This is an optimization exercise on Yosys and OpenROAD, whose aim is small area, not a production implementation. In this exercise RTL edits were held to simulation tests only and were not proved equivalent to the original. Power is estimated from default activity; no workload was simulated.

File: design.v
module DE0_NANO_G_Sensor(
	clk,
	rst_n,
	spi_clk_out,
	LED,
	DATA_X,
	G_SENSOR_CS_N,
	G_SENSOR_INT,
	I2C_SCLK,
	I2C_SDAT_IN,
	I2C_SDAT_OUT,
	I2C_SDAT_OE
);
input              clk;
input              rst_n;
input              spi_clk_out;
output      [7:0]  LED;
output reg [15:0]  DATA_X;
output             G_SENSOR_CS_N;
input              G_SENSOR_INT;
output             I2C_SCLK;
input              I2C_SDAT_IN;
output             I2C_SDAT_OUT;
output             I2C_SDAT_OE;
localparam [3:0] S_ST = 4'd13, S_LB = 4'd14, S_HB = 4'd15;
reg  [4:0]  k;
reg  [3:0]  st;
reg  [7:0]  s2p;        
reg  [7:0]  low_byte;
reg  [14:0] idle_q;     
wire rd      = st[3] & st[2];
wire en      = ~k[4];
wire go      = en | (k[3:0] == 4'd0);
wire idle    = ~go;
wire spi_end = (k == 5'd0);
wire je      = (k == 5'd31);        
wire is_st   = (st == S_ST);
wire is_lb   = (st == S_LB);
wire is_hb   = (st == S_HB);
wire hb_go   = je & is_lb;
wire lb_go   = je & is_st & s2p[7];
wire guard   = is_st & k[4] & k[3] & k[2];
wire timeout = (idle_q == 15'h5500);
wire st_go   = timeout | (G_SENSOR_INT & ~guard);
wire start   = ~rd | hb_go | lb_go | st_go;
reg [13:0] wdata;
always @(*)
	case (st)
	4'd1   : wdata = {6'h24, 8'h20};  
	4'd2   : wdata = {6'h25, 8'h03};  
	4'd3   : wdata = {6'h26, 8'h01};  
	4'd4   : wdata = {6'h27, 8'h7f};  
	4'd5   : wdata = {6'h28, 8'h09};  
	4'd6   : wdata = {6'h29, 8'h46};  
	4'd7   : wdata = {6'h2c, 8'h09};  
	4'd8   : wdata = {6'h2e, 8'h10};  
	4'd9   : wdata = {6'h2f, 8'h10};  
	4'd10  : wdata = {6'h31, 8'h40};  
	default: wdata = {6'h2d, 8'h08};  
	endcase
wire [15:0] word = rd ? {2'b10, 4'b1100, st[1], st[1] & st[0], 8'h08} : {2'b00, wdata};
assign G_SENSOR_CS_N = ~go;
assign I2C_SCLK      = en ? spi_clk_out : 1'b1;
assign I2C_SDAT_OE   = en & (~rd | k[3]);
assign I2C_SDAT_OUT  = word[k[3:0]];
always @(posedge clk or negedge rst_n)
	if (!rst_n) begin
		k  <= 5'd27;
		st <= 4'd1;
	end else begin
		if (idle & start) k <= 5'd16;
		else if (go | k[2]) k <= k - 5'd1;
		if (idle & start & rd) st <= hb_go ? S_HB : lb_go ? S_LB : S_ST;
		else if (spi_end & ~rd) st <= st + 4'd1;
	end
wire idle_ld0 = ~rd | (spi_end & is_st);
wire idle_ld2 = spi_end & is_hb;
wire idle_ld  = idle_ld0 | idle_ld2;
always @(posedge clk) begin
	s2p <= {s2p[6:0], I2C_SDAT_IN};
	idle_q[0]    <= idle_ld ? idle_ld2 : ~(idle_q[14] ^ idle_q[13]);
	idle_q[14:1] <= ~(idle_q[13:0] | {14{idle_ld}});
	if (je & is_lb) low_byte <= s2p;
end
always @(posedge clk or negedge rst_n)
	if (!rst_n) DATA_X <= 16'd0;
	else if (je & is_hb) DATA_X <= {s2p, low_byte};
reg  [1:0]  int2_d;
reg         act_n;      
reg  [20:0] pre_q;      
reg  [2:0]  phase;      
wire        int_rise = ~int2_d[1] & int2_d[0];
wire        tick     = (pre_q == 21'h0ccd55);    
wire        pre_ld   = int_rise | tick;
always @(posedge clk or negedge rst_n)
	if (!rst_n) begin
		int2_d <= 2'b00;
		act_n  <= 1'b1;
	end else begin
		int2_d <= {int2_d[0], G_SENSOR_INT};
		if (int_rise) act_n <= 1'b0;
		else if (tick & (&phase)) act_n <= 1'b1;
	end
always @(posedge clk) begin
	pre_q[0]    <= ~pre_ld & (pre_q[20] ^ pre_q[18]);
	pre_q[20:1] <= ~(pre_q[19:0] | {20{pre_ld}});
	if (int_rise) phase <= 3'd0;
	else          phase <= phase + {2'd0, tick};
end
wire [4:0] sel = G_SENSOR_INT ? DATA_X[9:5] :
                 (DATA_X[9] ? (DATA_X[8] ? DATA_X[8:4] : 5'h10) : (DATA_X[8] ? 5'h0f : DATA_X[8:4]));
wire       sgn = sel[4];
wire [2:0] mag = sgn ? ~sel[3:1] : sel[3:1];
reg [7:0] tilt;
always @(*)
	case (mag)
	3'd0: tilt = 8'h18;
	3'd1: tilt = sgn ? 8'h08 : 8'h10;
	3'd2: tilt = sgn ? 8'h0c : 8'h30;
	3'd3: tilt = sgn ? 8'h04 : 8'h20;
	3'd4: tilt = sgn ? 8'h06 : 8'h60;
	3'd5: tilt = sgn ? 8'h02 : 8'h40;
	3'd6: tilt = sgn ? 8'h03 : 8'hc0;
	default: tilt = sgn ? 8'h01 : 8'h80;
	endcase
assign LED = act_n ? tilt : (phase[0] ? 8'h00 : 8'hff);
endmodule
File: run.sh
#!/bin/bash
# synth_recipe.tcl (not shown) runs the flow's synth.tcl, then flattens the netlist and writes it again
# the make line also repeats each setting of config.mk as NAME=value (left out here)
make -C /OpenROAD-flow-scripts/flow DESIGN_CONFIG=/design/flow/config.mk WORK_HOME=/design/flow/orfs CLKGATE_MAP_FILE= SYNTH_SCRIPT=/design/flow/synth_recipe.tcl finish
File: config.mk
export PLATFORM = sky130hd
export DESIGN_NAME = DE0_NANO_G_Sensor
export DESIGN_NICKNAME = DE0_NANO_G_Sensor
export VERILOG_FILES = /design/flow/design.v
export SDC_FILE = /design/flow/constraint.sdc
export NUM_CORES = 4
export LEC_CHECK = 0
export CAP_MARGIN = 20
export CORE_MARGIN = 2
export CORE_UTILIZATION = 40
export SLEW_MARGIN = 20
File: constraint.sdc
create_clock -name core_clock -period 10.0 [get_ports {clk}]
set_input_delay 2.0000 -clock core_clock [delete_from_list [all_inputs] [get_ports {clk}]]
set_output_delay 2.0000 -clock core_clock [all_outputs]
set_load 0.01 [all_outputs]
==> flow_metrics.env, run 1 <==
export IMPL_status="no timing/DRC/antenna violations"
export IMPL_grt_pass1_wl_mm=10.94
export IMPL_cts_tree="built"
export IMPL_io_pins=33
export IMPL_critPathTopFamily="buffers and inverters"
export IMPL_path_class="primary input to output pin"
export IMPL_cts_made_buffers=9
export IMPL_slew_headroom_pct=62.05
export IMPL_ys_warn_count=1
export IMPL_cp_data_arrival_time_ns=4.02
export IMPL_path_buf_inv=3
export IMPL_hold_path_class="register to register"
export IMPL_drt_antenna_violating_nets=0
export IMPL_synth_top_cells_by_count="nor2_1, dfxtp_1, dfrtp_1"
export IMPL_drt_wl_total_mm=6.258
export IMPL_path_cells="clkdlybuf4s50_1 -> inv_1 -> a21oi_1 -> o211ai_1 -> o21a_1 -> o21ai_1 -> clkdlybuf4s50_1"
export IMPL_vias_per_cell=5.038
export IMPL_synth_largest_area_cell="dfxtp_1"
export IMPL_synth_top_area_share_pct=26.15
export IMPL_port_buffers=32
export IMPL_crit_slowest_cell="clkdlybuf4s50_1"
export IMPL_switching_share_pct=22.54
export IMPL_drt_first_pass_iters=4
export IMPL_timing_max_transition_violations_final=0
export IMPL_clk_latency_ns=0.35
export IMPL_synth_edf_count=8
export IMPL_p_seq_share_pct=59.7
export IMPL_gp_congestion=0.7946
export IMPL_leakage_nw=1.797
export IMPL_cts_buffer_depth=2
export IMPL_worst_slew_pin_slew_ns=0.5692
export IMPL_hpwlAfterDp_mm=4.294
export IMPL_drc_errors=0
export IMPL_finClkSkew_ns=0.01010
export IMPL_antenna_found_initial=0
export IMPL_die_h_um=98.85
export IMPL_drtIter0Drc=189
export IMPL_core_rowCount=34
export IMPL_core_area_um2=8721
export IMPL_max_stage_delay_ns=0.67
export IMPL_synthCells=327
export IMPL_setup_violations=0
export IMPL_worstPathRequired_ns=8.00
export IMPL_post_drt_wl_per_cell_um=13.37
export IMPL_p_per_area_nw_per_um2=146.2
export IMPL_setup_tns_ns=0
export IMPL_max_freq_mhz=166.2
export IMPL_grt_overflow=0
export IMPL_nNetsFinal=371
export IMPL_p_sw_uw=135.4
export IMPL_yosysMostFrequentCell="nor2_1"
export IMPL_design_die_area_um2=9770
export IMPL_track_usage_pct=13.95
export IMPL_p_clk_share_pct=37.7
export IMPL_start_util_pct=41.26
export IMPL_synthTopCellsByArea="dfxtp_1, dfrtp_1, edfxtp_1"
export IMPL_fin_crit_ns=6.019
export IMPL_synth_distinct_cells=73
export IMPL_synth_area_um2=3598
export IMPL_area_growth_pct=14.19
export IMPL_cap_violations=0
export IMPL_ys_seq_area_share_pct=52.50
export IMPL_ir_worst_vdd_mv=0.09911
export IMPL_end_kind="output pin"
export IMPL_vias=2358
export IMPL_setup_ws_ns=3.981
export IMPL_clk_pin_slew_ns=0.09
export IMPL_cts_resized=0
export IMPL_dp_slack_ns=3.991
export IMPL_postCtsSetupBuffers=0
export IMPL_hold_viol=0
export IMPL_grt_pass1_vias=2178
export IMPL_power_internal_uw=465.2
export IMPL_htreeDepth=3
export IMPL_clock_root_buffer="clkbuf_8"
export IMPL_syn_num_nets=343
export IMPL_numClockSinks=83
export IMPL_holdBufCountCts=0
export IMPL_comb_power_share_pct=2.6
export IMPL_crit_fanout=9
export IMPL_die_w_um=98.85
export IMPL_diodes=0
export IMPL_rsz0062_at_grt="no"
export IMPL_async_reset_ff_share_pct=33.73
export IMPL_synth_seq_cells=83
export IMPL_grt_start_max_net_pins=29
export IMPL_crit_path_frequent_cell="clkdlybuf4s50_1"
export IMPL_layout_drive_gt1_share_pct=16.39
export IMPL_synthFlopType="dfxtp_1"
export IMPL_synth_area_per_cell_um2=11.00
export IMPL_period_share_pct=60.19
export IMPL_critPathLaunchType="primary input"
-- cells in the final DEF, fill, tap and decap left out, drive strengths merged, types with 5 or more instances in the layout --
cell,Yosys,layout
a21oi,15,15
and2,5,5
clkbuf,1,11
clkdlybuf4s50,0,32
dfrtp,22,22
dfstp,6,6
dfxtp,47,47
edfxtp,8,8
ha,11,11
inv,13,17
mux2,16,16
nand2,20,20
nand2b,5,5
nand3,6,6
nor2,51,51
o21ai,14,14
-- area by class of cell --
class / instances / area [um2]
sequential: 83 / 1889
timing repair buffer: 33 / 327.8
clock inverter: 5 / 32.53
clock buffer: 11 / 152.6
multi-input combinational: 215 / 1523
tap: 108 / 135.1
fill: 799 / 4612
inverter: 13 / 48.80
-- power by group through the flow --
stage	clock (mW)	combinational, mW	sequential, mW
floorplan	0	0.0106	0.364
global placement	0	0.0159	0.366
detailed placement	0	0.0164	0.366
CTS	0.236	0.0164	0.359
global route	0.248	0.0183	0.360
finish	0.226	0.0158	0.358
-- worst reg2reg max path, cell delays in order, from the launching register on --
cell and delay, ns:
dfstp_2 0.72, inv_1 0.19, ha_1 0.27, a21boi_2 0.34
a21oi_1 0.12, a211o_1 0.31
-- final timing paths --
check	startpoint	endpoint	slack (ns)	cells after the start
min reg2reg	s2p[5]$_DFF_P_	s2p[6]$_DFF_P_	0.36	0
min in group asynchronous	rst_n	k[2]$_DFFE_PN0P_	2.03	2
max in group asynchronous	rst_n	st[0]$_DFFE_PN1P_	7.65	2
min	s2p[5]$_DFF_P_	s2p[6]$_DFF_P_	0.36	0
max	G_SENSOR_INT	LED[2]	3.98	7
max reg2reg	k[0]$_DFFE_PN1P_	st[1]$_DFFE_PN0P_	7.94	5
-- logic make-up (layout without fill, tap and decap cells) --
kind of cell	Yosys count	in the layout	share of synthesized area [%]
flip-flops	83	83	52.50
buffers and inverters	29	62	5.181
AO/OA/AOI/OAI	57	57	10.74
AND/OR/NAND/NOR	119	119	18.57
adder cells (fa/ha/maj)	13	13	4.416
XOR/XNOR	7	7	1.704
multiplexers	19	19	6.884
-- stage by stage --
step	util [%]	hold slack [ns]	cell area (um2)	std cells	total power [mW]
after floorplan	-	0.3469	3598	327	0.3745
after global placement	44.99	0.3566	3924	452	0.3817
after detailed placement	44.99	0.3601	3924	452	0.3821
after CTS	47.12	0.3618	4109	468	0.6107
after global routing	47.12	0.3704	4109	468	0.6267
final	47.12	0.3558	4109	468	0.6006
-- metal layers --
metal  GRT usage, %  part of all wire, %
met3          4.113                  4.1
met2          19.80                   43
met4          4.742                  1.2
met1          20.30                   52
met5              0                    0
-- state kept, by name, indices dropped and copies added (netlist names) --
signal and count:
int2_d 2, low_byte 8, s2p 8, act_n 1, k 5, pre_q 21, st 4, phase 3
DATA_X 16, idle_q 15
==> inputs of run 2 (changes only) <==
--- a/config.mk
+++ b/config.mk
@@ -8,4 +8,6 @@
 export CAP_MARGIN = 20
 export CORE_MARGIN = 2
 export CORE_UTILIZATION = 40
+export CTS_CLUSTER_DIAMETER = 100
+export CTS_CLUSTER_SIZE = 30
 export SLEW_MARGIN = 20
==> flow_metrics.env, run 2 <==
export IMPL_synth_top_family_by_area="simple AND/OR/NAND/NOR gates"
export IMPL_critPathTopFamily="buffers and inverters"
export IMPL_synthXorXnorAreaFrac_pct=1.704
export IMPL_track_usage_pct=13.95
export IMPL_crit_fanout=9
export IMPL_postCtsSetupBuffers=0
export IMPL_clock_root_buffer="clkbuf_8"
export IMPL_area_growth_pct=14.19
export IMPL_holdBufCountCts=0
export IMPL_drt_wl_total_mm=6.258
export IMPL_drt_antenna_violating_nets=0
export IMPL_r2r_end="st[1]$_DFFE_PN0P_"
export IMPL_synth_top_area_share_pct=26.15
export IMPL_ir_worst_vdd_mv=0.09911
export IMPL_synthCells=327
export IMPL_drt_first_pass_iters=4
export IMPL_drc_errors=0
export IMPL_crit_path_frequent_cell="clkdlybuf4s50_1"
export IMPL_final_cell_mix="nor2_1, dfxtp_1, clkdlybuf4s50_1, dfrtp_1"
export IMPL_core_area_um2=8721
export IMPL_grt_pass1_vias=2178
export IMPL_vias_per_cell=5.038
export IMPL_synth_seq_cells=83
export IMPL_worstPathRequired_ns=8.00
export IMPL_cp_data_arrival_time_ns=4.02
export IMPL_cts_buffer_depth=2
export IMPL_layout_commonest_cell="nor2_1"
export IMPL_p_per_area_nw_per_um2=146.2
export IMPL_setup_violations=0
export IMPL_path_cells="clkdlybuf4s50_1 -> inv_1 -> a21oi_1 -> o211ai_1 -> o21a_1 -> o21ai_1 -> clkdlybuf4s50_1"
export IMPL_synth_distinct_cells=73
export IMPL_cap_violations=0
export IMPL_vias=2358
export IMPL_slew_headroom_pct=62.05
export IMPL_critPathLaunchType="primary input"
export IMPL_synth_largest_area_cell="dfxtp_1"
export IMPL_synth_area_per_cell_um2=11.00
export IMPL_yosys_area_share_simple_pct=18.57
export IMPL_clk_latency_ns=0.35
export IMPL_yosysMostFrequentCell="nor2_1"
export IMPL_holdPathEnd="s2p[6]$_DFF_P_"
export IMPL_design_die_area_um2=9770
export IMPL_hpwlAfterDp_mm=4.294
export IMPL_cts_made_buffers=9
export IMPL_htreeDepth=3
export IMPL_path_buf_inv=3
export IMPL_yosys_mux_area_fraction_pct=6.885
export IMPL_synth_compound_area_share_pct=10.74
export IMPL_start_util_pct=41.26
export IMPL_hp_start="s2p[5]$_DFF_P_"
export IMPL_layout_drive_gt1_share_pct=16.39
export IMPL_regToRegSetupSlack_ns=7.94
export IMPL_cts_tree="built"
export IMPL_clk_pin_slew_ns=0.09
export IMPL_grt_overflow=0
export IMPL_gp_congestion=0.7946
export IMPL_hold_viol=0
export IMPL_grt_pass1_wl_mm=10.94
export IMPL_nNetsFinal=371
export IMPL_period_share_pct=60.19
export IMPL_drtIter0Drc=189
export IMPL_synth_edf_count=8
export IMPL_die_w_um=98.85
export IMPL_ys_warn_count=1
export IMPL_place_inst=452
export IMPL_grt_start_max_net_pins=29
export IMPL_async_reset_ff_share_pct=33.73
export IMPL_synth_top_cells_by_count="nor2_1, dfxtp_1, dfrtp_1"
export IMPL_diodes=0
export IMPL_largest_reg_flops=21
export IMPL_io_pins=33
export IMPL_holdPathStages=0
export IMPL_max_freq_mhz=166.2
export IMPL_rsz0062_at_grt="no"
export IMPL_crit_slowest_cell="clkdlybuf4s50_1"
export IMPL_antenna_found_initial=0
export IMPL_synthTopCellsByArea="dfxtp_1, dfrtp_1, edfxtp_1"
export IMPL_end_kind="output pin"
export IMPL_setup_tns_ns=0
export IMPL_fillers=799
export IMPL_reg2reg_depth=5
export IMPL_syn_num_nets=343
export IMPL_cts_resized=0
export IMPL_finClkSkew_ns=0.01010
export IMPL_ys_seq_area_share_pct=52.50
export IMPL_leakage_nw=1.797
export IMPL_port_buffers=32
export IMPL_hold_path_class="register to register"
export IMPL_max_stage_delay_ns=0.67
export IMPL_core_rowCount=34
export IMPL_fin_crit_ns=6.019
export IMPL_worst_slew_pin_slew_ns=0.5692
export IMPL_synthAdderAreaFrac_pct=4.416
export IMPL_largestRegisters="pre_q (21), DATA_X (16), idle_q (15)"
export IMPL_fin_cells=468
export IMPL_post_drt_wl_per_cell_um=13.37
export IMPL_numClockSinks=83
export IMPL_die_h_um=98.85
export IMPL_synth_area_um2=3598
export IMPL_timing_max_transition_violations_final=0
export IMPL_rr_startpoint="k[0]$_DFFE_PN1P_"
export IMPL_synthFlopType="dfxtp_1"
export IMPL_max_flop_register="pre_q"
export IMPL_path_class="primary input to output pin"
export IMPL_status="no timing/DRC/antenna violations"
[run 2: cell counts in the layout (fill, tap and decap cells not counted)]
Identical to the previous run, type by type.
[run 2: per-stage QoR]
stage               utilization [%]  setup WS [ns]  power [mW]  instance area [um2]  hold slack [ns]
floorplan                         -          5.243      0.3745                 3598           0.3469
global route                  47.12          3.847      0.6267                 4109           0.3704
CTS                           47.12          3.988      0.6107                 4109           0.3618
finish                        47.12          3.981      0.6006                 4109           0.3558
global placement              44.99          4.049      0.3817                 3924           0.3566
detailed placement            44.99          3.991      0.3821                 3924           0.3601
[run 2: worst max-delay path by stage]
stage,slack [ns],to,cells past startpoint,from
floorplan,5.24,LED[3],5,G_SENSOR_INT
detailed placement,3.99,LED[2],7,G_SENSOR_INT
CTS,3.99,LED[2],7,G_SENSOR_INT
global placement,4.05,LED[2],7,G_SENSOR_INT
finish,3.98,LED[2],7,G_SENSOR_INT
global route,3.85,LED[2],7,G_SENSOR_INT
[run 2: routing by layer]
layer / GRT usage [%] / up-vias / wire, um / part of all wire [%]
met2: 19.80 / 51 / 2660 / 43
met5: 0 / - / 0 / 0
met1: 20.30 / 1098 / 3261 / 52
li1: - / 1202 / - / -
met4: 4.742 / 0 / 76 / 1.2
met3: 4.113 / 7 / 259 / 4.1
[run 2: final cells by class]
type / instances / area (um2) / area share [%]
Sequential cell: 83 / 1889 / 45.98
Multi-Input combinational cell: 215 / 1523 / 37.06
Timing Repair Buffer: 33 / 327.8 / 7.978
Clock buffer: 11 / 152.6 / 3.715
Tap cell: 108 / 135.1 / 3.289
Inverter: 13 / 48.80 / 1.188
Clock inverter: 5 / 32.53 / 0.7917
[run 2: kinds of logic after synthesis]
kind of cell,Yosys count
AND/OR/NAND/NOR,119
flip-flops,83
AO/OA/AOI/OAI,57
buffers and inverters,29
multiplexers,19
adder cells (fa/ha/maj),13
XOR/XNOR,7
[run 2: where the power goes]
| group | switching, mW | total (mW) | internal (mW) |
|---|---|---|---|
| combinational | 0.00791 | 0.0158 | 0.00790 |
| clock | 0.120 | 0.226 | 0.106 |
| sequential | 0.00747 | 0.358 | 0.351 |
| total | 0.135 | 0.601 | 0.465 |
==> inputs of run 3 (changes only) <==
==> flow/run.sh (new file) <==
#!/bin/bash
# Standard ORFS layout, with single-strength port buffers and no CTS dummy loads.
set -euo pipefail
export BUFFER_PORTS_ARGS="-buffer_cell sky130_fd_sc_hd__buf_1"
export CTS_ARGS="-sink_clustering_enable -repair_clock_nets -dont_use_dummy_load"
bash standard.sh > standard.log 2>&1
==> standard.sh (new file) <==
#!/bin/bash
# synth_recipe.tcl (not shown) runs the flow's synth.tcl, then flattens the netlist and writes it again
# the make line also repeats each setting of config.mk as NAME=value (left out here)
make -C /OpenROAD-flow-scripts/flow DESIGN_CONFIG=/design/flow/config.mk WORK_HOME=/design/flow/orfs CLKGATE_MAP_FILE= SYNTH_SCRIPT=/design/flow/synth_recipe.tcl "${@:-finish}"
--- a/config.mk
+++ b/config.mk
@@ -8,6 +8,4 @@
 export CAP_MARGIN = 20
 export CORE_MARGIN = 2
 export CORE_UTILIZATION = 40
-export CTS_CLUSTER_DIAMETER = 100
-export CTS_CLUSTER_SIZE = 30
 export SLEW_MARGIN = 20
removed: run.sh
==> flow_metrics.env, run 3 <==
export IMPL_status="no timing/DRC/antenna violations"
export IMPL_critPathLaunchType="primary input"
export IMPL_postCtsSetupBuffers=0
export IMPL_ys_warn_count=1
export IMPL_clk_latency_ns=0.35
export IMPL_setup_tns_ns=0
export IMPL_synth_top_cells_by_count="nor2_1, dfxtp_1, dfrtp_1"
export IMPL_crit_path_frequent_cell="buf_1"
export IMPL_synth_seq_cells=83
export IMPL_ys_seq_area_share_pct=52.50
export IMPL_holdBufCountCts=0
export IMPL_final_cell_mix="nor2_1, dfxtp_1, buf_1, dfrtp_1"
export IMPL_crit_slowest_cell="a21oi_1"
export IMPL_end_kind="output pin"
export IMPL_design_die_area_um2=9770
export IMPL_worstPathRequired_ns=8.00
export IMPL_path_cells="buf_1 -> inv_1 -> a21oi_1 -> o211ai_1 -> o21a_1 -> o21ai_1 -> buf_1"
export IMPL_drt_first_pass_iters=4
export IMPL_timing_max_transition_violations_final=0
export IMPL_grt_use_met2_pct=20.95
export IMPL_cap_violations=0
export IMPL_synth_top_area_share_pct=26.15
export IMPL_drtIter0Drc=146
export IMPL_cts_resized=0
export IMPL_synthTopCellsByArea="dfxtp_1, dfrtp_1, edfxtp_1"
export IMPL_drc_errors=0
export IMPL_synth_area_per_cell_um2=11.00
export IMPL_numClockSinks=83
export IMPL_crit_path_start="G_SENSOR_INT"
export IMPL_drt_antenna_violating_nets=0
export IMPL_synthCells=327
export IMPL_diodes=0
export IMPL_leakage_nw=1.676
export IMPL_drt_wl_total_mm=6.254
export IMPL_cts_made_buffers=9
export IMPL_async_reset_ff_share_pct=33.73
export IMPL_core_rowCount=34
export IMPL_layout_commonest_cell="nor2_1"
export IMPL_critPathTopFamily="compound AO/OA/AOI/OAI gates"
export IMPL_io_pins=33
export IMPL_setup_violations=0
export IMPL_max_flop_register="pre_q"
export IMPL_vias=2375
export IMPL_port_buffers=32
export IMPL_p_per_area_nw_per_um2=143.8
export IMPL_antenna_found_initial=0
export IMPL_core_area_um2=8721
export IMPL_largest_reg_flops=21
export IMPL_vias_per_cell=5.163
export IMPL_die_w_um=98.85
export IMPL_largestRegisters="pre_q (21), DATA_X (16), idle_q (15)"
export IMPL_grt_start_max_net_pins=29
export IMPL_use_met1_pct=19.99
export IMPL_cp_data_arrival_time_ns=3.30
export IMPL_post_drt_wl_per_cell_um=13.60
export IMPL_layout_drive_gt1_share_pct=15.06
export IMPL_gr_max_usage_layer="met2"
export IMPL_path_buf_inv=3
export IMPL_finClkSkew_ns=0.02972
export IMPL_hpwlAfterDp_mm=4.352
export IMPL_max_freq_mhz=188.7
export IMPL_setup_ws_ns=4.702
export IMPL_nNetsFinal=370
export IMPL_utilization_pct=44.05
export IMPL_die_h_um=98.85
export IMPL_syn_num_nets=343
export IMPL_cts_tree="built"
export IMPL_track_usage_pct=14.16
export IMPL_slew_headroom_pct=50.46
export IMPL_start_util_pct=41.26
export IMPL_clk_pin_slew_ns=0.07
export IMPL_htreeDepth=3
export IMPL_path_class="primary input to output pin"
export IMPL_area_growth_pct=6.745
export IMPL_synth_distinct_cells=73
export IMPL_yosysMostFrequentCell="nor2_1"
export IMPL_grt_pass1_vias=2354
export IMPL_synth_area_um2=3598
export IMPL_period_share_pct=52.98
export IMPL_synth_largest_area_cell="dfxtp_1"
export IMPL_hold_path_class="register to register"
export IMPL_hold_viol=0
export IMPL_crit_fanout=9
export IMPL_gr_usage_met3_pct=2.837
export IMPL_rsz0062_at_grt="no"
export IMPL_max_stage_delay_ns=0.32
export IMPL_grt_pass1_wl_mm=11.17
export IMPL_ir_worst_vdd_mv=0.1061
export IMPL_gp_congestion=0.8733
export IMPL_cts_buffer_depth=2
export IMPL_synth_edf_count=8
export IMPL_rr_startpoint="k[0]$_DFFE_PN1P_"
export IMPL_worst_slew_pin_slew_ns=0.7430
export IMPL_synthFlopType="dfxtp_1"
export IMPL_fin_crit_ns=5.298
export IMPL_grt_overflow=0
export IMPL_clock_root_buffer="clkbuf_8"
export IMPL_dp_slack_ns=4.715
export IMPL_hp_start="s2p[0]$_DFF_P_"
run 3: cell counts after synthesis:
Identical to the previous run, type by type.
run 3: layout make-up:
cell class / instances / area, um2
fill: 818 / 4880
sequential: 83 / 1889
multi-input combinational: 215 / 1523
tap: 108 / 135.1
clock buffer: 9 / 123.9
timing repair buffer: 32 / 121.4
inverter: 13 / 48.80
run 3: final timing paths:
kind,to,slack [ns],depth (start not counted)
setup / recovery,LED[2],4.70,7
hold / removal,s2p[1]$_DFF_P_,0.37,0
setup reg to reg,st[1]$_DFFE_PN0P_,7.96,5
hold reg to reg,s2p[1]$_DFF_P_,0.37,0
max in group asynchronous,DATA_X[5]$_DFFE_PN0P_,7.79,1
min in group asynchronous,DATA_X[0]$_DFFE_PN0P_,1.71,1
run 3: worst reg2reg max path, stage by stage, from the launching register on:
cell      delay [ns]
dfstp_2         0.71
inv_1           0.18
ha_1            0.27
a21boi_2        0.35
a21oi_1         0.12
a211o_1         0.30
run 3: power breakdown:
part | internal (mW) | leakage, nW | switching (mW)
registers | 0.351 | 0.823 | 0.00786
clock network | 0.0804 | 0.0647 | 0.0984
logic | 0.00642 | 0.788 | 0.00791
run 3: cells by family (layout without fill, tap and decap cells):
group           after synthesis  after routing  share of synthesized area, %
simple gates                119            119                         18.57
flops                        83             83                         52.50
compound gates               57             57                         10.74
buf+inv                      29             54                         5.181
mux                          19             19                         6.884
fa+ha+maj                    13             13                         4.416
xor+xnor                      7              7                         1.704
run 3: layer usage:
metal / wire [um] / up-vias
li1: - / 1185
met1: 3170 / 1128
met2: 2663 / 52
met3: 308 / 10
met4: 112 / 0
met5: 0 / -
run 3: metrics by stage:
| stage | instance area [um2] | power [mW] | hold slack (ns) | cells |
|---|---|---|---|---|
| 6_report | 3841 | 0.5522 | 0.3689 | 460 |
| 5_1_grt | 3841 | 0.5754 | 0.3843 | 460 |
| 4_1_cts | 3841 | 0.5592 | 0.3696 | 460 |
| 3_5_place_dp | 3717 | 0.3809 | 0.3574 | 451 |
| 3_3_place_gp | 3717 | 0.3802 | 0.3590 | 451 |
| 2_1_floorplan | 3598 | 0.3745 | 0.3469 | 327 |
==> inputs of run 4 (changes only) <==
==> flow/run.sh (replaced) <==
#!/bin/bash
set -euo pipefail
export BUFFER_PORTS_ARGS="-buffer_cell sky130_fd_sc_hd__buf_1"
export CTS_ARGS="-sink_clustering_enable -repair_clock_nets -dont_use_dummy_load"
export RECOVER_POWER=100
bash standard.sh > standard.log 2>&1
==> flow_metrics.env, run 4 <==
export IMPL_finClkSkew_ns=0.02922
export IMPL_final_cell_mix="nor2_1, dfxtp_1, buf_1, dfrtp_1, nand2_1"
export IMPL_drt_first_pass_iters=5
export IMPL_leakage_nw=1.592
export IMPL_die_w_um=98.85
export IMPL_timing_max_transition_violations_final=29
export IMPL_synth_seq_cells=83
export IMPL_finalPower_uw=550.9
export IMPL_synthCells=327
export IMPL_fin_cells=460
export IMPL_synth_area_um2=3598
export IMPL_grt_start_max_net_pins=29
export IMPL_largest_reg_flops=21
export IMPL_vias_per_cell=5.146
export IMPL_critPathTopFamily="compound AO/OA/AOI/OAI gates"
export IMPL_async_reset_ff_share_pct=33.73
export IMPL_end_kind="output pin"
export IMPL_area_growth_pct=3.651
export IMPL_max_flop_register="pre_q"
export IMPL_gp_congestion=0.8733
export IMPL_status="complete, but fails checks"
export IMPL_synthFlopType="dfxtp_1"
export IMPL_max_stage_delay_ns=0.32
export IMPL_diodes=0
export IMPL_layout_commonest_cell="nor2_1"
export IMPL_synth_largest_area_cell="dfxtp_1"
export IMPL_grt_overflow=0
export IMPL_ys_seq_area_share_pct=52.50
export IMPL_fin_crit_ns=5.299
export IMPL_violations="max-capacitance violations, max-slew violations"
export IMPL_hold_path_class="register to register"
export IMPL_core_area_um2=8721
export IMPL_grt_pass1_vias=2354
export IMPL_critPathLaunchType="primary input"
export IMPL_crit_slowest_cell="a21oi_1"
export IMPL_synth_top_area_share_pct=26.15
export IMPL_io_pins=33
export IMPL_start_util_pct=41.26
export IMPL_clk_pin_slew_ns=0.06
export IMPL_clk_latency_ns=0.35
export IMPL_cts_resized=0
export IMPL_worst_slew_pin_slew_ns=1.590
export IMPL_synth_top_cells_by_count="nor2_1, dfxtp_1, dfrtp_1"
export IMPL_drc_errors=0
export IMPL_core_rowCount=34
export IMPL_wl_met3_um=252
export IMPL_syn_num_nets=343
export IMPL_period_share_pct=52.99
export IMPL_cap_violations=2
export IMPL_clock_root_buffer="clkbuf_8"
export IMPL_track_usage_pct=14.16
export IMPL_synth_area_per_cell_um2=11.00
export IMPL_ir_worst_vdd_mv=0.1059
export IMPL_top_layer="met4"
export IMPL_wl_met2_mm=2.706
export IMPL_antenna_found_initial=0
export IMPL_layout_drive_gt1_share_pct=8.807
export IMPL_place_inst=451
export IMPL_max_freq_mhz=188.7
export IMPL_m1WireLength_mm=3.211
export IMPL_ys_warn_count=1
export IMPL_design_die_area_um2=9770
export IMPL_largestRegisters="pre_q (21), DATA_X (16), idle_q (15)"
export IMPL_path_class="primary input to output pin"
export IMPL_cts_made_buffers=9
export IMPL_port_buffers=32
export IMPL_worstPathRequired_ns=8.00
export IMPL_setup_tns_ns=0
export IMPL_rsz0062_at_grt="no"
export IMPL_drt_wl_total_mm=6.244
export IMPL_vias=2367
export IMPL_postCtsSetupBuffers=0
export IMPL_nNetsFinal=370
export IMPL_holdBufCountCts=0
export IMPL_hold_viol=0
export IMPL_die_h_um=98.85
export IMPL_path_buf_inv=3
export IMPL_slew_headroom_pct=-5.971
export IMPL_post_drt_wl_per_cell_um=13.57
export IMPL_grt_pass1_wl_mm=11.17
export IMPL_dp_slack_ns=4.715
export IMPL_synthTopCellsByArea="dfxtp_1, dfrtp_1, edfxtp_1"
export IMPL_synth_edf_count=8
export IMPL_htreeDepth=3
export IMPL_cts_buffer_depth=2
export IMPL_setup_violations=0
export IMPL_p_per_area_nw_per_um2=147.7
export IMPL_drt_antenna_violating_nets=0
export IMPL_cts_tree="built"
export IMPL_synth_distinct_cells=73
export IMPL_cp_data_arrival_time_ns=3.30
export IMPL_hpwlAfterDp_mm=4.352
export IMPL_crit_fanout=9
export IMPL_numClockSinks=83
export IMPL_setup_ws_ns=4.701
export IMPL_path_cells="clkbuf_1 -> inv_1 -> a21oi_1 -> o211ai_1 -> o21a_1 -> o21ai_0 -> buf_1"
export IMPL_drtIter0Drc=193
export IMPL_yosysMostFrequentCell="nor2_1"
export IMPL_utilization_pct=42.77
export IMPL_fillers=838
[run 4: cell count changes in the layout (fill, tap and decap cells not counted), sizes merged]
cell | previous run | this run
buf | 31 | 30
clkbuf | 10 | 11
[run 4: final cells by class]
type / instances / area (um2) / share of cell area (%)
tap: 108 / 135.1 / 3.623
timing repair buffer: 32 / 120.1 / 3.220
multi-input combinational: 215 / 1413 / 37.87
sequential: 83 / 1889 / 50.65
clock buffer: 9 / 123.9 / 3.321
inverter: 13 / 48.80 / 1.308
[run 4: path summary, 6_finish.rpt]
| check | start | to | slack [ns] | cells after the start |
|---|---|---|---|---|
| setup / recovery | G_SENSOR_INT | LED[2] | 4.70 | 7 |
| hold / removal | s2p[5]$_DFF_P_ | s2p[6]$_DFF_P_ | 0.37 | 0 |
| setup reg to reg | k[0]$_DFFE_PN1P_ | idle_q[6]$_DFF_P_ | 6.98 | 6 |
| hold reg to reg | s2p[5]$_DFF_P_ | s2p[6]$_DFF_P_ | 0.37 | 0 |
| max in group asynchronous | rst_n | DATA_X[5]$_DFFE_PN0P_ | 7.00 | 1 |
| min in group asynchronous | rst_n | DATA_X[0]$_DFFE_PN0P_ | 2.05 | 1 |
[run 4: through the flow]
stage	cell area [um2]	hold slack, ns
after floorplan	3598	0.3469
after global placement	3717	0.3590
after detailed placement	3717	0.3574
after CTS	3841	0.3696
after global routing	3730	0.3812
final	3730	0.3657
[run 4: routing by layer]
layer  vias to the layer above  track usage, %
li1                       1186               -
met1                      1126           19.99
met2                        46           20.95
met3                         9           2.837
met4                         0           6.533
met5                         -               0
[run 4: report_power, final]
part	switching [mW]	leakage (nW)	total, mW	internal (mW)
clock	0.0980	0.0647	0.178	0.0804
combinational	0.00754	0.704	0.0135	0.00597
sequential	0.00774	0.823	0.359	0.351
total	0.113	1.59	0.551	0.438
[run 4: cells by family after synthesis]
| kind of cell | share of synthesized area, % |
|---|---|
| xor+xnor | 1.704 |
| buf+inv | 5.181 |
| flops | 52.50 |
| simple gates | 18.57 |
| fa+ha+maj | 4.416 |
| mux | 6.884 |
| compound gates | 10.74 |
[run 4: worst register-to-register path, delay by kind of cell (launching register included)]
family	cells	cell delay, ns
simple gates	3	1.66
flops	1	0.55
buf+inv	1	0.25
compound gates	1	0.22
fa+ha+maj	1	0.21
==> inputs of run 5 (changes only) <==
==> flow/run.sh (replaced) <==
#!/bin/bash
set -euo pipefail
export BUFFER_PORTS_ARGS="-buffer_cell sky130_fd_sc_hd__buf_1"
export CTS_ARGS="-sink_clustering_enable -repair_clock_nets -dont_use_dummy_load -sink_clustering_size 40 -sink_clustering_max_diameter 200 -buf_list sky130_fd_sc_hd__clkbuf_16 -root_buf sky130_fd_sc_hd__clkbuf_16"
bash standard.sh > standard.log 2>&1
==> flow_metrics.env, run 5 <==
export IMPL_setup_tns_ns=0
export IMPL_crit_fanout=9
export IMPL_hold_viol=0
export IMPL_max_stage_delay_ns=0.32
export IMPL_synth_seq_cells=83
export IMPL_post_route_cell_area_um2=3943
export IMPL_postCtsSetupBuffers=0
export IMPL_hpwlAfterDp_mm=4.352
export IMPL_critPathLaunchType="primary input"
export IMPL_rsz0062_at_grt="no"
export IMPL_antenna_found_initial=0
export IMPL_reg2reg_depth=5
export IMPL_holdPathEnd="s2p[6]$_DFF_P_"
export IMPL_crit_slowest_cell="a21oi_1"
export IMPL_diodes=0
export IMPL_synth_edf_count=8
export IMPL_design_die_area_um2=9770
export IMPL_r2r_end="st[1]$_DFFE_PN0P_"
export IMPL_area_growth_pct=9.562
export IMPL_clk_latency_ns=0.32
export IMPL_clock_root_buffer="clkbuf_16"
export IMPL_cts_resized=0
export IMPL_cts_made_buffers=9
export IMPL_core_rowCount=34
export IMPL_core_area_um2=8721
export IMPL_drt_antenna_violating_nets=0
export IMPL_cap_violations=0
export IMPL_dpl_cell_area_um2=3717
export IMPL_hold_path_class="register to register"
export IMPL_p_sw_uw=122.0
export IMPL_vias_per_cell=5.139
export IMPL_largest_reg_flops=21
export IMPL_track_usage_pct=14.30
export IMPL_period_share_pct=53.03
export IMPL_p_per_area_nw_per_um2=161.8
export IMPL_layout_drive_gt1_share_pct=15.06
export IMPL_io_pins=33
export IMPL_cts_tree="built"
export IMPL_finClkSkew_ns=0.01917
export IMPL_synthTopCellsByArea="dfxtp_1, dfrtp_1, edfxtp_1"
export IMPL_fin_crit_ns=5.303
export IMPL_numClockSinks=83
export IMPL_cp_data_arrival_time_ns=3.30
export IMPL_hp_start="s2p[5]$_DFF_P_"
export IMPL_path_cells="buf_1 -> inv_1 -> a21oi_1 -> o211ai_1 -> o21a_1 -> o21ai_1 -> buf_1"
export IMPL_synthFlopType="dfxtp_1"
export IMPL_regToRegSetupSlack_ns=7.97
export IMPL_nNetsFinal=370
export IMPL_drt_wl_total_mm=6.313
export IMPL_port_buffers=32
export IMPL_synth_largest_area_cell="dfxtp_1"
export IMPL_vias=2364
export IMPL_synth_top_cells_by_count="nor2_1, dfxtp_1, dfrtp_1"
export IMPL_worstPathRequired_ns=8.00
export IMPL_leakage_nw=1.722
export IMPL_cts_buffer_depth=2
export IMPL_switching_share_pct=19.12
export IMPL_utilization_pct=45.21
export IMPL_start_util_pct=41.26
export IMPL_holdPathStages=0
export IMPL_worst_slew_pin_slew_ns=0.7425
export IMPL_htreeDepth=3
export IMPL_gp_congestion=0.8733
export IMPL_rr_startpoint="k[0]$_DFFE_PN1P_"
export IMPL_yosysMostFrequentCell="nor2_1"
export IMPL_grt_pass1_wl_mm=11.36
export IMPL_largestRegisters="pre_q (21), DATA_X (16), idle_q (15)"
export IMPL_slew_headroom_pct=50.50
export IMPL_grt_overflow=0
export IMPL_comb_power_share_pct=2.3
export IMPL_p_seq_share_pct=56.4
export IMPL_power_internal_uw=515.9
export IMPL_drtIter0Drc=166
export IMPL_ys_seq_area_share_pct=52.50
export IMPL_path_class="primary input to output pin"
export IMPL_setup_violations=0
export IMPL_synth_distinct_cells=73
export IMPL_async_reset_ff_share_pct=33.73
export IMPL_grt_pass1_vias=2355
export IMPL_ir_worst_vdd_mv=0.09861
export IMPL_synth_area_um2=3598
export IMPL_die_w_um=98.85
export IMPL_synth_area_per_cell_um2=11.00
export IMPL_synthCells=327
export IMPL_fillers=806
export IMPL_syn_num_nets=343
export IMPL_ys_warn_count=1
export IMPL_grt_start_max_net_pins=29
export IMPL_max_flop_register="pre_q"
export IMPL_synth_top_area_share_pct=26.15
export IMPL_max_freq_mhz=188.6
export IMPL_finalPower_uw=637.9
export IMPL_final_cell_mix="nor2_1, dfxtp_1, buf_1, dfrtp_1"
export IMPL_end_kind="output pin"
export IMPL_status="no timing/DRC/antenna violations"
export IMPL_holdBufCountCts=0
export IMPL_die_h_um=98.85
export IMPL_p_clk_share_pct=41.3
export IMPL_crit_path_frequent_cell="buf_1"
export IMPL_drc_errors=0
export IMPL_drt_first_pass_iters=5
export IMPL_clk_pin_slew_ns=0.05
export IMPL_post_drt_wl_per_cell_um=13.72
export IMPL_timing_max_transition_violations_final=0
export IMPL_layout_commonest_cell="nor2_1"
## run 5: cell counts after synthesis
No cell type changed its count.
## run 5: power groups by stage
stage | Sequential [mW] | Combinational (mW) | Clock (mW)
5_1_grt | 0.361 | 0.0171 | 0.285
2_1_floorplan | 0.364 | 0.0106 | 0
3_5_place_dp | 0.366 | 0.0149 | 0
4_1_cts | 0.360 | 0.0151 | 0.270
3_3_place_gp | 0.366 | 0.0144 | 0
6_report | 0.360 | 0.0145 | 0.264
## run 5: worst max path at each step
stage / startpoint / endpoint / slack (ns) / depth (start not counted)
3_3_place_gp: G_SENSOR_INT / LED[2] / 4.78 / 7
3_5_place_dp: G_SENSOR_INT / LED[2] / 4.71 / 7
5_1_grt: G_SENSOR_INT / LED[2] / 4.51 / 7
2_1_floorplan: G_SENSOR_INT / LED[3] / 5.24 / 5
4_1_cts: G_SENSOR_INT / LED[2] / 4.70 / 7
6_report: G_SENSOR_INT / LED[2] / 4.70 / 7
## run 5: area by class of cell
cell class                 instances  area (um2)  area share, %
clock buffer                       9       225.2          5.712
inverter                          13       48.80          1.238
multi-input combinational        215        1523          38.62
sequential                        83        1889          47.92
tap                              108       135.1          3.427
timing repair buffer              32       121.4          3.078
## run 5: layer usage
metal / GRT usage (%) / share of wire (%) / up-vias
met2: 22.09 / 44 / 51
met4: 4.636 / 0.78 / 0
met5: 0 / 0 / -
met3: 3.050 / 4.6 / 4
met1: 20.10 / 50 / 1121
li1: - / - / 1188
## run 5: cell families (layout without fill, tap and decap cells)
group | count (synthesis) | in the layout | share of synthesized area, %
AOI/OAI and AO/OA | 57 | 57 | 10.74
xor gates and xnor gates | 7 | 7 | 1.704
adders and majority gates | 13 | 13 | 4.416
buffers and inverters | 29 | 54 | 5.181
DFF | 83 | 83 | 52.50
muxes | 19 | 19 | 6.884
and+or+nand+nor | 119 | 119 | 18.57
## run 5: critical path, delay by kind of cell
kind | cells | cell delay (ns)
buf+inv | 3 | 0.55
compound gates | 4 | 0.76
## run 5: stage by stage
stage	std cells	setup slack, ns	hold WS [ns]
floorplan	327	5.243	0.3469
global placement	451	4.778	0.3590
detailed placement	451	4.715	0.3574
CTS	460	4.697	0.3729
global route	460	4.507	0.3804
finish	460	4.697	0.3680
==> inputs of run 6 (changes only) <==
==> flow/run.sh (replaced) <==
#!/bin/bash
set -euo pipefail
export BUFFER_PORTS_ARGS="-buffer_cell sky130_fd_sc_hd__buf_1"
export CTS_ARGS="-sink_clustering_enable -repair_clock_nets -dont_use_dummy_load -sink_clustering_size 30 -sink_clustering_max_diameter 200 -buf_list sky130_fd_sc_hd__clkbuf_8 -root_buf sky130_fd_sc_hd__clkbuf_8 -sink_clustering_levels 1"
bash standard.sh > standard.log 2>&1
--- a/config.mk
+++ b/config.mk
@@ -7,5 +7,5 @@
 export LEC_CHECK = 0
 export CAP_MARGIN = 20
 export CORE_MARGIN = 2
-export CORE_UTILIZATION = 40
+export CORE_UTILIZATION = 60
 export SLEW_MARGIN = 20
==> flow_metrics.env, run 6 <==
export IMPL_async_reset_ff_share_pct=33.73
export IMPL_synth_distinct_cells=73
export IMPL_path_class="primary input to output pin"
export IMPL_grt_overflow=0
export IMPL_synth_area_um2=3598
export IMPL_holdBufCountCts=0
export IMPL_setup_tns_ns=0
export IMPL_m1WireLength_mm=3.013
export IMPL_start_util_pct=61.51
export IMPL_hold_path_class="register to register"
export IMPL_synth_seq_cells=83
export IMPL_final_cell_mix="nor2_1, dfxtp_1, buf_1, dfrtp_1"
export IMPL_max_stage_delay_ns=0.33
export IMPL_utilization_pct=65.06
export IMPL_comb_power_share_pct=2.7
export IMPL_fin_cells=428
export IMPL_io_pins=33
export IMPL_clk_latency_ns=0.33
export IMPL_max_freq_mhz=187.6
export IMPL_p_seq_share_pct=65.4
export IMPL_critPathTopFamily="compound AO/OA/AOI/OAI gates"
export IMPL_gp_congestion=0.7810
export IMPL_grt_pass1_wl_mm=10.08
export IMPL_critPathLaunchType="primary input"
export IMPL_leakage_nw=1.677
export IMPL_worst_slew_pin_slew_ns=0.5748
export IMPL_fillers=493
export IMPL_p_per_area_nw_per_um2=144.2
export IMPL_core_rowCount=28
export IMPL_max_flop_register="pre_q"
export IMPL_finClkSkew_ns=0.02762
export IMPL_postCtsSetupBuffers=0
export IMPL_holdPathEnd="s2p[5]$_DFF_P_"
export IMPL_hp_start="s2p[4]$_DFF_P_"
export IMPL_clk_pin_slew_ns=0.08
export IMPL_track_usage_pct=19.92
export IMPL_p_sw_uw=110.5
export IMPL_setup_ws_ns=4.671
export IMPL_clock_root_buffer="clkbuf_8"
export IMPL_ys_seq_area_share_pct=52.50
export IMPL_vias=2379
export IMPL_drt_antenna_violating_nets=0
export IMPL_path_buf_inv=3
export IMPL_crit_path_frequent_cell="buf_1"
export IMPL_port_buffers=32
export IMPL_cts_made_buffers=9
export IMPL_drt_wl_total_mm=5.991
export IMPL_ys_warn_count=1
export IMPL_reg2reg_depth=5
export IMPL_die_w_um=81.45
export IMPL_path_cells="buf_1 -> inv_1 -> a21oi_1 -> o211ai_1 -> o21a_1 -> o21ai_1 -> buf_1"
export IMPL_status="no timing/DRC/antenna violations"
export IMPL_r2r_end="st[1]$_DFFE_PN0P_"
export IMPL_core_area_um2=5851
export IMPL_drtIter0Drc=118
export IMPL_layout_drive_gt1_share_pct=15.01
export IMPL_largest_reg_flops=21
export IMPL_antenna_found_initial=0
export IMPL_synthFlopType="dfxtp_1"
export IMPL_cap_violations=0
export IMPL_vias_per_cell=5.558
export IMPL_synth_edf_count=8
export IMPL_nNetsFinal=371
export IMPL_post_drt_wl_per_cell_um=14.00
export IMPL_drt_first_pass_iters=4
export IMPL_switching_share_pct=20.14
export IMPL_finalPower_uw=548.9
export IMPL_htreeDepth=3
export IMPL_regToRegSetupSlack_ns=7.90
export IMPL_grt_start_max_net_pins=29
export IMPL_end_kind="output pin"
export IMPL_dp_slack_ns=4.708
export IMPL_crit_slowest_cell="a21oi_1"
export IMPL_hold_viol=0
export IMPL_setup_violations=0
export IMPL_holdPathStages=0
export IMPL_top_layer="met4"
export IMPL_p_clk_share_pct=31.9
export IMPL_power_internal_uw=438.4
export IMPL_crit_fanout=9
export IMPL_synthCells=327
export IMPL_largestRegisters="pre_q (21), DATA_X (16), idle_q (15)"
export IMPL_worstPathRequired_ns=8.00
export IMPL_numClockSinks=83
export IMPL_synth_top_area_share_pct=26.15
export IMPL_timing_max_transition_violations_final=0
export IMPL_cts_resized=0
export IMPL_synth_largest_area_cell="dfxtp_1"
export IMPL_die_h_um=81.45
export IMPL_syn_num_nets=343
export IMPL_place_inst=419
export IMPL_rsz0062_at_grt="no"
export IMPL_cp_data_arrival_time_ns=3.33
export IMPL_slew_headroom_pct=61.52
export IMPL_rr_startpoint="k[0]$_DFFE_PN1P_"
export IMPL_ir_worst_vdd_mv=0.1085
export IMPL_yosysMostFrequentCell="nor2_1"
export IMPL_design_die_area_um2=6633
export IMPL_fin_crit_ns=5.329
export IMPL_wl_met3_um=271
export IMPL_cts_buffer_depth=2
export IMPL_drc_errors=0
export IMPL_hpwlAfterDp_mm=4.229
export IMPL_cts_tree="built"
export IMPL_diodes=0
export IMPL_grt_pass1_vias=2135
export IMPL_period_share_pct=53.29
export IMPL_layout_commonest_cell="nor2_1"
export IMPL_area_growth_pct=5.772
export IMPL_synth_top_cells_by_count="nor2_1, dfxtp_1, dfrtp_1"
export IMPL_synthTopCellsByArea="dfxtp_1, dfrtp_1, edfxtp_1"
export IMPL_wl_met2_mm=2.674
export IMPL_synth_area_per_cell_um2=11.00
[run 6: power groups by stage]
stage               clock (mW)  sequential [mW]  combinational, mW
CTS                      0.181            0.359             0.0153
detailed placement           0            0.366             0.0151
global placement             0            0.366             0.0145
floorplan                    0            0.364             0.0106
finish                   0.175            0.359             0.0147
global route             0.197            0.361             0.0172
[run 6: kinds of logic (layout without fill, tap and decap cells)]
family	count (synthesis)	after routing	synth area share, %
compound gates	57	57	10.74
xor+xnor	7	7	1.704
fa+ha+maj	13	13	4.416
buf+inv	29	55	5.181
flops	83	83	52.50
mux	19	19	6.884
simple gates	119	119	18.57
[run 6: worst register-to-register path, stage by stage, from the launching register on]
cell and delay, ns:
dfstp_2 0.71, inv_1 0.18, ha_1 0.28, a21boi_2 0.37, a21oi_1 0.12, a211o_1 0.30
[run 6: cell type report]
| type | count | area (um2) | area share, % |
|---|---|---|---|
| flip-flops and latches | 83 | 1889 | 49.64 |
| multi-input cells | 215 | 1523 | 40.01 |
| repair buffers | 33 | 127.6 | 3.353 |
| clock buffers | 9 | 123.9 | 3.254 |
| well taps | 75 | 93.84 | 2.465 |
| inverters | 13 | 48.80 | 1.282 |
[run 6: how the worst max path moves through the flow]
stage | startpoint | to | slack, ns | cells after the start
global placement | G_SENSOR_INT | LED[2] | 4.77 | 7
floorplan | G_SENSOR_INT | LED[3] | 5.24 | 5
CTS | G_SENSOR_INT | LED[2] | 4.71 | 7
global route | G_SENSOR_INT | LED[2] | 4.52 | 7
finish | G_SENSOR_INT | LED[2] | 4.67 | 7
detailed placement | G_SENSOR_INT | LED[2] | 4.71 | 7
[run 6: metrics by stage]
stage | hold slack, ns | cell area, um2
6_report | 0.3514 | 3806
2_1_floorplan | 0.3469 | 3598
3_5_place_dp | 0.3564 | 3682
5_1_grt | 0.3532 | 3806
3_3_place_gp | 0.3589 | 3682
4_1_cts | 0.3509 | 3806
[run 6: metal layers]
| layer | vias to the layer above | track usage, % |
|---|---|---|
| met1 | 1131 | 27.87 |
| met2 | 54 | 30.49 |
| met5 | - | 0 |
| li1 | 1192 | - |
| met3 | 2 | 5.495 |
| met4 | 0 | 5.593 |
==> inputs of run 7 (changes only) <==
==> design.v (replaced) <==
module DE0_NANO_G_Sensor(
	clk,
	rst_n,
	spi_clk_out,
	LED,
	DATA_X,
	G_SENSOR_CS_N,
	G_SENSOR_INT,
	I2C_SCLK,
	I2C_SDAT_IN,
	I2C_SDAT_OUT,
	I2C_SDAT_OE
);
input              clk;
input              rst_n;
input              spi_clk_out;
output      [7:0]  LED;
output reg [15:0]  DATA_X;
output             G_SENSOR_CS_N;
input              G_SENSOR_INT;
output             I2C_SCLK;
input              I2C_SDAT_IN;
output             I2C_SDAT_OUT;
output             I2C_SDAT_OE;
localparam [3:0] S_HB = 4'd12, S_ST = 4'd13, S_LB = 4'd14;
reg  [3:0]  st;
reg         go;         
reg         en;         
reg  [3:0]  cnt;        
reg         je;         
reg  [7:0]  s2p;        
reg  [7:0]  low_byte;
reg  [14:0] idle_cnt;
wire rd      = st[3] & st[2];
wire spi_end = en & (cnt == 4'd0);
wire idle    = ~go;
wire is_st   = (st == S_ST);
wire is_lb   = (st == S_LB);
wire is_hb   = (st == S_HB);
wire hb_go   = je & is_lb;
wire lb_go   = je & is_st & s2p[7];
wire guard   = is_st & (idle_cnt[14:2] == 13'd0);
wire st_go   = idle_cnt[14] | (G_SENSOR_INT & ~guard);
wire start   = ~rd | hb_go | lb_go | st_go;
reg [13:0] wdata;
always @(*)
	case (st)
	4'd1   : wdata = {6'h24, 8'h20};  
	4'd2   : wdata = {6'h25, 8'h03};  
	4'd3   : wdata = {6'h26, 8'h01};  
	4'd4   : wdata = {6'h27, 8'h7f};  
	4'd5   : wdata = {6'h28, 8'h09};  
	4'd6   : wdata = {6'h29, 8'h46};  
	4'd7   : wdata = {6'h2c, 8'h09};  
	4'd8   : wdata = {6'h2e, 8'h10};  
	4'd9   : wdata = {6'h2f, 8'h10};  
	4'd10  : wdata = {6'h31, 8'h40};  
	default: wdata = {6'h2d, 8'h08};  
	endcase
wire [15:0] word = rd ? {2'b10, 4'b1100, ~is_st, is_hb, 8'h08} : {2'b00, wdata};
assign G_SENSOR_CS_N = ~go;
assign I2C_SCLK      = en ? spi_clk_out : 1'b1;
assign I2C_SDAT_OE   = en & (~rd | cnt[3]);
assign I2C_SDAT_OUT  = word[cnt];
always @(posedge clk or negedge rst_n)
	if (!rst_n) begin
		go <= 1'b0;
		en <= 1'b0;
		st <= 4'd1;
	end else begin
		if (idle) begin
			if (start) go <= 1'b1;
			if (rd & start) st <= hb_go ? S_HB : lb_go ? S_LB : S_ST;
		end else if (spi_end) begin
			go <= 1'b0;
			if (!rd) st <= st + 4'd1;
		end
		if (spi_end) en <= 1'b0;
		else if (go) en <= 1'b1;
	end
always @(posedge clk) begin
	cnt <= en ? cnt - 4'd1 : 4'hf;
	je  <= spi_end & rd;
	s2p <= {s2p[6:0], I2C_SDAT_IN};
	if (~rd | (spi_end & is_st)) idle_cnt <= 15'd0;
	else                         idle_cnt <= idle_cnt + {14'd0, idle};
	if (je & is_lb) low_byte <= s2p;
end
always @(posedge clk or negedge rst_n)
	if (!rst_n) DATA_X <= 16'd0;
	else if (je & is_hb) DATA_X <= {s2p, low_byte};
reg  [1:0]  int2_d;
reg         act_n;      
reg  [22:0] act_cnt;
wire        int_rise = ~int2_d[1] & int2_d[0];
always @(posedge clk or negedge rst_n)
	if (!rst_n) begin
		int2_d <= 2'b00;
		act_n  <= 1'b1;
	end else begin
		int2_d <= {int2_d[0], G_SENSOR_INT};
		if (int_rise) act_n <= 1'b0;
		else if (&act_cnt) act_n <= 1'b1;
	end
always @(posedge clk)
	act_cnt <= int_rise ? 23'd0 : act_cnt + 23'd1;
wire [4:0] sel = G_SENSOR_INT ? DATA_X[9:5] :
                 (DATA_X[9] ? (DATA_X[8] ? DATA_X[8:4] : 5'h10) : (DATA_X[8] ? 5'h0f : DATA_X[8:4]));
wire       sgn = sel[4];
wire [2:0] mag = sgn ? ~sel[3:1] : sel[3:1];
reg [7:0] tilt;
always @(*)
	case (mag)
	3'd0: tilt = 8'h18;
	3'd1: tilt = sgn ? 8'h08 : 8'h10;
	3'd2: tilt = sgn ? 8'h0c : 8'h30;
	3'd3: tilt = sgn ? 8'h04 : 8'h20;
	3'd4: tilt = sgn ? 8'h06 : 8'h60;
	3'd5: tilt = sgn ? 8'h02 : 8'h40;
	3'd6: tilt = sgn ? 8'h03 : 8'hc0;
	default: tilt = sgn ? 8'h01 : 8'h80;
	endcase
assign LED = act_n ? tilt : (act_cnt[20] ? 8'h00 : 8'hff);
endmodule
==> run.sh (new file) <==
#!/bin/bash
# synth_recipe.tcl (not shown) runs the flow's synth.tcl, then flattens the netlist and writes it again
# the make line also repeats each setting of config.mk as NAME=value (left out here)
make -C /OpenROAD-flow-scripts/flow DESIGN_CONFIG=/design/flow/config.mk WORK_HOME=/design/flow/orfs CLKGATE_MAP_FILE= SYNTH_SCRIPT=/design/flow/synth_recipe.tcl finish
--- a/config.mk
+++ b/config.mk
@@ -7,5 +7,5 @@
 export LEC_CHECK = 0
 export CAP_MARGIN = 20
 export CORE_MARGIN = 2
-export CORE_UTILIZATION = 60
+export CORE_UTILIZATION = 40
 export SLEW_MARGIN = 20
removed: flow/run.sh
removed: standard.sh
==> flow_metrics.env, run 7 <==
export IMPL_fillers=860
export IMPL_final_cell_mix="dfxtp_1, nor2_1, clkdlybuf4s50_1, nand2_1, dfrtp_1"
export IMPL_p_per_area_nw_per_um2=141.7
export IMPL_postCtsSetupBuffers=0
export IMPL_whs_ns=0.3732
export IMPL_period_share_pct=60.74
export IMPL_slew_headroom_pct=35.37
export IMPL_setup_violations=0
export IMPL_core_rowCount=35
export IMPL_track_usage_pct=14.89
export IMPL_layout_commonest_cell="dfxtp_1"
export IMPL_layout_drive_gt1_share_pct=9.501
export IMPL_die_w_um=101.4
export IMPL_synthAdderAreaFrac_pct=3.297
export IMPL_holdBufCountCts=0
export IMPL_clk_latency_ns=0.36
export IMPL_start_util_pct=41.07
export IMPL_cts_made_buffers=9
export IMPL_synth_top_area_share_pct=26.90
export IMPL_ys_warn_count=1
export IMPL_antenna_found_initial=0
export IMPL_ys_seq_area_share_pct=49.79
export IMPL_cp_data_arrival_time_ns=4.07
export IMPL_max_freq_mhz=164.6
export IMPL_end_kind="output pin"
export IMPL_grt_pass1_wl_mm=12.14
export IMPL_cts_resized=0
export IMPL_nNetsFinal=431
export IMPL_worstPathRequired_ns=8.00
export IMPL_yosys_area_share_simple_pct=19.02
export IMPL_grt_pass1_vias=2652
export IMPL_critPathLaunchType="primary input"
export IMPL_synth_top_family_by_area="simple AND/OR/NAND/NOR gates"
export IMPL_holdPathStages=0
export IMPL_crit_fanout=10
export IMPL_drtIter0Drc=171
export IMPL_crit_slowest_cell="clkdlybuf4s50_1"
export IMPL_synthTopCellsByArea="dfxtp_1, dfrtp_1, edfxtp_1"
export IMPL_die_h_um=101.4
export IMPL_max_flop_register="act_cnt"
export IMPL_synth_area_per_cell_um2=9.730
export IMPL_clock_root_buffer="clkbuf_8"
export IMPL_core_area_um2=9240
export IMPL_max_stage_delay_ns=0.65
export IMPL_worst_slew_pin_slew_ns=0.9606
export IMPL_syn_num_nets=405
export IMPL_timing_max_transition_violations_final=0
export IMPL_yosysMostFrequentCell="dfxtp_1"
export IMPL_hpwlAfterDp_mm=4.914
export IMPL_synthCells=390
export IMPL_cts_tree="built"
export IMPL_setup_tns_ns=0
export IMPL_drt_wl_total_mm=7.130
export IMPL_drt_antenna_violating_nets=0
export IMPL_holdPathEnd="s2p[6]$_DFF_P_"
export IMPL_cts_buffer_depth=2
export IMPL_hp_start="s2p[5]$_DFF_P_"
export IMPL_grt_start_max_net_pins=26
export IMPL_ir_worst_vdd_mv=0.1007
export IMPL_synthXorXnorAreaFrac_pct=8.309
export IMPL_place_inst=534
export IMPL_vias=2771
export IMPL_hold_path_class="register to register"
export IMPL_largest_reg_flops=23
export IMPL_drt_first_pass_iters=4
export IMPL_clk_pin_slew_ns=0.10
export IMPL_status="no timing/DRC/antenna violations"
export IMPL_synthFlopType="dfxtp_1"
export IMPL_largestRegisters="act_cnt (23), DATA_X (16), idle_cnt (15)"
export IMPL_drc_errors=0
export IMPL_leakage_nw=1.744
export IMPL_regToRegSetupSlack_ns=7.51
export IMPL_synth_top_cells_by_count="dfxtp_1, nor2_1, nand2_1"
export IMPL_port_buffers=32
export IMPL_synth_distinct_cells=49
export IMPL_area_growth_pct=16.72
export IMPL_gp_congestion=0.8021
export IMPL_async_reset_ff_share_pct=29.76
export IMPL_hold_viol=0
export IMPL_synth_compound_area_share_pct=9.529
export IMPL_synth_edf_count=8
export IMPL_rsz0062_at_grt="no"
export IMPL_r2r_end="st[1]$_DFFE_PN0P_"
export IMPL_path_cells="clkdlybuf4s50_1 -> nor2b_1 -> o31ai_1 -> nand2_1 -> o21ai_0 -> clkdlybuf4s50_1"
export IMPL_io_pins=33
export IMPL_diodes=0
export IMPL_fin_cells=550
export IMPL_synth_seq_cells=84
export IMPL_finClkSkew_ns=0.009735
export IMPL_design_die_area_um2=10280
export IMPL_rr_startpoint="cnt[0]$_SDFF_PN1_"
export IMPL_post_drt_wl_per_cell_um=12.96
export IMPL_grt_overflow=0
export IMPL_reg2reg_depth=7
export IMPL_cap_violations=0
export IMPL_vias_per_cell=5.038
export IMPL_htreeDepth=3
export IMPL_synth_area_um2=3795
export IMPL_fin_crit_ns=6.074
export IMPL_yosys_mux_area_fraction_pct=6.693
export IMPL_crit_path_frequent_cell="clkdlybuf4s50_1"
export IMPL_crit_path_start="G_SENSOR_INT"
export IMPL_path_class="primary input to output pin"
export IMPL_synth_largest_area_cell="dfxtp_1"
export IMPL_numClockSinks=84
## run 7: report_power, final
part | internal [mW] | total (mW) | leakage (nW) | switching (mW)
registers | 0.349 | 0.356 | 0.809 | 0.00688
clock network | 0.122 | 0.255 | 0.106 | 0.133
logic | 0.00810 | 0.0168 | 0.829 | 0.00869
total | 0.479 | 0.628 | 1.74 | 0.148
## run 7: logic make-up after synthesis
| family | after synthesis |
|---|---|
| xor+xnor | 36 |
| fa+ha+maj | 10 |
| buf+inv | 33 |
| simple gates | 149 |
| mux | 22 |
| compound gates | 56 |
| flops | 84 |
## run 7: cell type report
cell class | instances | area [um2] | area share, %
sequential | 84 | 1889 | 42.66
inverter | 14 | 52.55 | 1.186
clock buffer | 9 | 123.9 | 2.797
tap | 129 | 161.4 | 3.644
clock inverter | 7 | 88.84 | 2.006
timing repair buffer | 34 | 335.3 | 7.571
multi-input combinational | 273 | 1778 | 40.14
## run 7: worst max path at each step
stage | end | slack [ns]
2_1_floorplan | LED[3] | 4.89
4_1_cts | LED[2] | 3.93
5_1_grt | LED[2] | 3.72
6_report | LED[4] | 3.93
3_3_place_gp | LED[3] | 3.97
3_5_place_dp | LED[2] | 3.94
## run 7: critical path, delay by kind of cell
family / cells / cell delay (ns)
AND/OR/NAND/NOR: 2 / 0.22
AO/OA/AOI/OAI: 2 / 0.64
buffers and inverters: 2 / 1.22
## run 7: routing by layer
layer	track usage, %	part of all wire, %
met1	19.31	48
met3	4.693	3.5
met2	23.48	47
met5	0	0
met4	5.405	1.2
## run 7: metrics by stage
stage               setup slack (ns)  total power, mW  util [%]  area [um2]
global route                   3.721           0.6566     47.94        4429
global placement               3.972           0.3798     45.63        4217
CTS                            3.934           0.6359     47.94        4429
detailed placement             3.939           0.3805     45.63        4217
finish                         3.926           0.6277     47.94        4429
floorplan                      4.887           0.3725         -        3795

[re-timing with driven ports]
In the flow no input, the clock included, has a driving cell. The finished layouts below were timed again as built, in two steps.
Step 1 assumes that a clkbuf_16 drives the clock port and a buf_2 every other input.
Step 2 moves the port delays by t, midway between the first and last clock arrival at a register: inputs arrive t later, outputs are due t later. That takes back most of the time a late clock gives input paths.
Slacks: ideal / step 1 / step 2; pairs: ideal / step 1.
| run | shift t [ns] | setup WS [ns] | worst setup path at the end | slew at the worst register clock pin (ns) |
|---|---|---|---|---|
| run 1 | 0.371 | 3.981 / 3.949 / 3.949 | input to output | 0.09 / 0.09 |
| run 2 | 0.371 | 3.981 / 3.949 / 3.949 | input to output | 0.09 / 0.09 |
| run 3 | 0.359 | 4.702 / 4.672 / 4.672 | input to output | 0.08 / 0.08 |
| run 4 | 0.359 | 4.701 / 4.673 / 4.673 | input to output | 0.08 / 0.08 |
| run 5 | 0.339 | 4.697 / 4.667 / 4.667 | input to output | 0.06 / 0.06 |
| run 6 | 0.346 | 4.671 / 4.647 / 4.647 | input to output | 0.08 / 0.08 |
| run 7 | 0.383 | 3.926 / 3.876 / 3.876 | input to output | 0.10 / 0.10 |
The setup slack of run 7, which loses most, moves by -0.050 ns with the drivers and by -0.050 ns with both steps.
